This design comes from an exercise in tuning for small area on the open sky130 flow, not from production work.
The RTL was checked by simulation tests, not by an equivalence proof against the original design.
Power figures rest on the tool's default switching activity, not on a simulated workload.

Setup of build 34:
## esdi_core
module esdi_core (
    input  clk,
    input  rst_n,
    input  cmd_awvalid,
    output cmd_awready,
    input  [4:0] cmd_awaddr,
    input  cmd_wvalid,
    output cmd_wready,
    input  [31:0] cmd_wdata,
    output cmd_bvalid,
    input  cmd_bready,
    output [1:0] cmd_bresp,
    input  cmd_arvalid,
    output cmd_arready,
    input  [4:0] cmd_araddr,
    output cmd_rvalid,
    input  cmd_rready,
    output [31:0] cmd_rdata,
    output [1:0] cmd_rresp,
    input  tmr_awvalid,
    output tmr_awready,
    input  [4:0] tmr_awaddr,
    input  tmr_wvalid,
    output tmr_wready,
    input  [31:0] tmr_wdata,
    output tmr_bvalid,
    input  tmr_bready,
    output [1:0] tmr_bresp,
    input  tmr_arvalid,
    output tmr_arready,
    input  [4:0] tmr_araddr,
    output tmr_rvalid,
    input  tmr_rready,
    output [31:0] tmr_rdata,
    output [1:0] tmr_rresp,
    input  rd_awvalid,
    output rd_awready,
    input  [4:0] rd_awaddr,
    input  rd_wvalid,
    output rd_wready,
    input  [31:0] rd_wdata,
    output rd_bvalid,
    input  rd_bready,
    output [1:0] rd_bresp,
    input  rd_arvalid,
    output rd_arready,
    input  [4:0] rd_araddr,
    output rd_rvalid,
    input  rd_rready,
    output [31:0] rd_rdata,
    output [1:0] rd_rresp,
    input  wr_awvalid,
    output wr_awready,
    input  [4:0] wr_awaddr,
    input  wr_wvalid,
    output wr_wready,
    input  [31:0] wr_wdata,
    output wr_bvalid,
    input  wr_bready,
    output [1:0] wr_bresp,
    input  wr_arvalid,
    output wr_arready,
    input  [4:0] wr_araddr,
    output wr_rvalid,
    input  wr_rready,
    output [31:0] wr_rdata,
    output [1:0] wr_rresp,
    input  mm2s_tvalid,
    output mm2s_tready,
    input  [7:0] mm2s_tdata,
    input  mm2s_tlast,
    output s2mm_tvalid,
    input  s2mm_tready,
    output [7:0] s2mm_tdata,
    output s2mm_tlast,
    output cmd_irq,
    output tmr_irq,
    output wr_irq,
    input  esdi_transfer_req,
    input  esdi_command_data,
    output esdi_transfer_ack,
    output esdi_confstat_data,
    output esdi_command_complete,
    output esdi_attention,
    output esdi_ready,
    output esdi_drive_selected,
    output esdi_index,
    output esdi_sector,
    input  esdi_read_gate,
    output esdi_read_data,
    output esdi_read_clock,
    input  esdi_write_gate,
    input  esdi_write_clock,
    input  esdi_write_data
);
Settings: LEC_CHECK=0, CAP_MARGIN=20, CORE_MARGIN=2, CORE_UTILIZATION=80, PLACE_DENSITY=0.88, SLEW_MARGIN=20; clock period 10.0 ns.
standard.sh (not shown) runs the stock make flow with config.mk's settings and CLKGATE_MAP_FILE= SYNTH_SCRIPT=/design/flow/synth_recipe.tcl, a recipe that flattens the netlist after the stock synthesis.
==> flow/flow/run.sh <==
#!/bin/bash
# The standard ORFS layout with these changes:
#  - synthesis: the standard flow's synthesis script with an area-oriented ABC script
#    for the combinational logic (registers are mapped as in the standard
#    synthesis);
#  - port buffers use the smallest buffer (buf_1);
#  - clock tree synthesis uses small clock buffers and adds no dummy loads.
# Each step's full output is in synth.log / layout.log here and in ORFS's
# own logs under orfs/logs/.
set -euo pipefail
here=$(pwd)
export AREA_ABC_SCRIPT="$here/flow/abc_area.script"
cat flow/abc_override.tcl synth_recipe.tcl > synth_area.tcl
sed "s|SYNTH_SCRIPT=[^ ]*|SYNTH_SCRIPT=$here/synth_area.tcl|" standard.sh > standard_area.sh
grep -q "SYNTH_SCRIPT=$here/synth_area.tcl" standard_area.sh
export BUFFER_PORTS_ARGS="-buffer_cell sky130_fd_sc_hd__buf_1"
export CTS_ARGS="-sink_clustering_enable -repair_clock_nets -dont_use_dummy_load -sink_clustering_size 16 -sink_clustering_max_diameter 60 -buf_list sky130_fd_sc_hd__clkbuf_8"
bash standard_area.sh synth > synth.log 2>&1
bash standard_area.sh finish > layout.log 2>&1
==> flow/flow/abc_area.script <==
strash
 dc2
 dc2
 strash
 dch -f
 amap -m -F 4 -A 10
 topo
 dnsize -c
==> flow/flow/abc_override.tcl <==
# Prepended to the standard synthesis script (synth_recipe.tcl): ABC maps
# the combinational logic with an area-oriented script (flow/abc_area.script)
# instead of ORFS's speed script. Flip-flop mapping and every other step are
# unchanged, so the registers are the standard synthesis's.
proc abc {args} {
  set i [lsearch -exact $args -script]
  if {$i >= 0} {
    set args [lreplace $args $i [expr {$i + 1}] -script $::env(AREA_ABC_SCRIPT)]
  }
  yosys abc {*}$args
}
Build 34 ran to completion and came out clean on the timing, design-rule and antenna checks.
#### Input delta (build 59 over build 34)
- CORE_UTILIZATION now 70, was 80
- PLACE_DENSITY now 0.8, was 0.88
Notes after the runs:
The worst setup slack of build 59 falls short of that of build 34 by 0.35 ns. [build 59] utilization fell 11 points relative to build 34. Status: net count reported at finish parity (build 59, build 34). The run showing the smaller pin count of the biggest net entering global routing is build 59. Diff build 34 -> build 59: post-layout instance area saw an increase, wire length saw a decrease, combinational power saw a decrease, die area saw an increase.
Here is what was changed in the inputs of build 28 compared with build 59.
-- flow/flow/run.sh --
<<< build 59, line 17
export CTS_ARGS="-sink_clustering_enable -repair_clock_nets -dont_use_dummy_load -sink_clustering_size 16 -sink_clustering_max_diameter 60 -buf_list sky130_fd_sc_hd__clkbuf_8"
>>> build 28, line 17
export CTS_ARGS="-sink_clustering_enable -repair_clock_nets -dont_use_dummy_load -sink_clustering_size 24 -sink_clustering_max_diameter 80"
==> flow/flow/abc_area.script <==
strash
 dc2
 strash
 dch -f
 map -a
 amap -m
 topo
 dnsize -c
Findings:
[compare] base=build 59 new=build 28: average wire per standard cell increased about 1.4%; worst-case headroom to the max-slew limit fell 7.5 points; largest fanout of any net on the critical path shows an increase of 57; ratio of routed vias to standard cells has remained practically unchanged; pre-CTS worst setup slack went up 0.65 ns.
Looking only at combinational-cell power consumption, and setting everything else aside, the lower value of build 59 and build 28 goes to build 28.
Compared to build 59, build 28 shows a wider setup margin.
Between build 59 and build 28, the multiplexer share of the synthesized area figures differ only marginally.
Summary of the comparison: routed length on met2 is higher in build 28, relative to build 59.
Input changes introduced in build 1 (baseline for comparison: build 28):
-- flow/flow/run.sh --
<<< build 28, line 17
export CTS_ARGS="-sink_clustering_enable -repair_clock_nets -dont_use_dummy_load -sink_clustering_size 24 -sink_clustering_max_diameter 80"
>>> build 1, line 17
export CTS_ARGS="-sink_clustering_enable -repair_clock_nets -dont_use_dummy_load -sink_clustering_size 16 -sink_clustering_max_diameter 60 -buf_list sky130_fd_sc_hd__clkbuf_8"
## What came out
Across build 1 and build 28, none had a timing, DRC or antenna violation. The part of the cycle the worst path needs was comparable across build 1 and build 28. Looking at build 1 and build 28, the buffer share of cell area is a wash. The lower clock power of build 1 and build 28 is in build 1. Via count grows slightly when moving from build 28 to build 1.

re-timing with driven ports:
The results above use ideal ports. As a check the final layouts listed here were re-extracted and re-timed, cells and wires unchanged. Step 1 sets driving cells, clkbuf_16 on the clock port and buf_2 on the other inputs (assumed; they add their load-dependent delay and slew). Step 2 moves the port delays by t, midway between the first and last clock arrival at a register: inputs arrive t later, outputs are due t later. That takes back most of the time a late clock gives input paths. a / b / c = no drivers / after step 1 / after step 2; a / b = the first two.
run	t (ns)	setup WS [ns]	hold slack, ns	latest minus earliest clock arrival (ns)	pins driven straight from the clock port
build 34	0.774	4.289 / 4.289 / 4.289	0.327 / 0.327 / 0.327	0.075 / 0.075	1
build 59	0.776	3.937 / 3.937 / 3.937	0.324 / 0.324 / 0.324	0.049 / 0.049	1
build 28	0.685	4.591 / 4.591 / 4.591	0.322 / 0.322 / 0.322	0.049 / 0.049	1
build 1	0.780	4.581 / 4.581 / 4.581	0.333 / 0.333 / 0.333	0.058 / 0.057	1
After both steps every run listed still meets setup and hold.
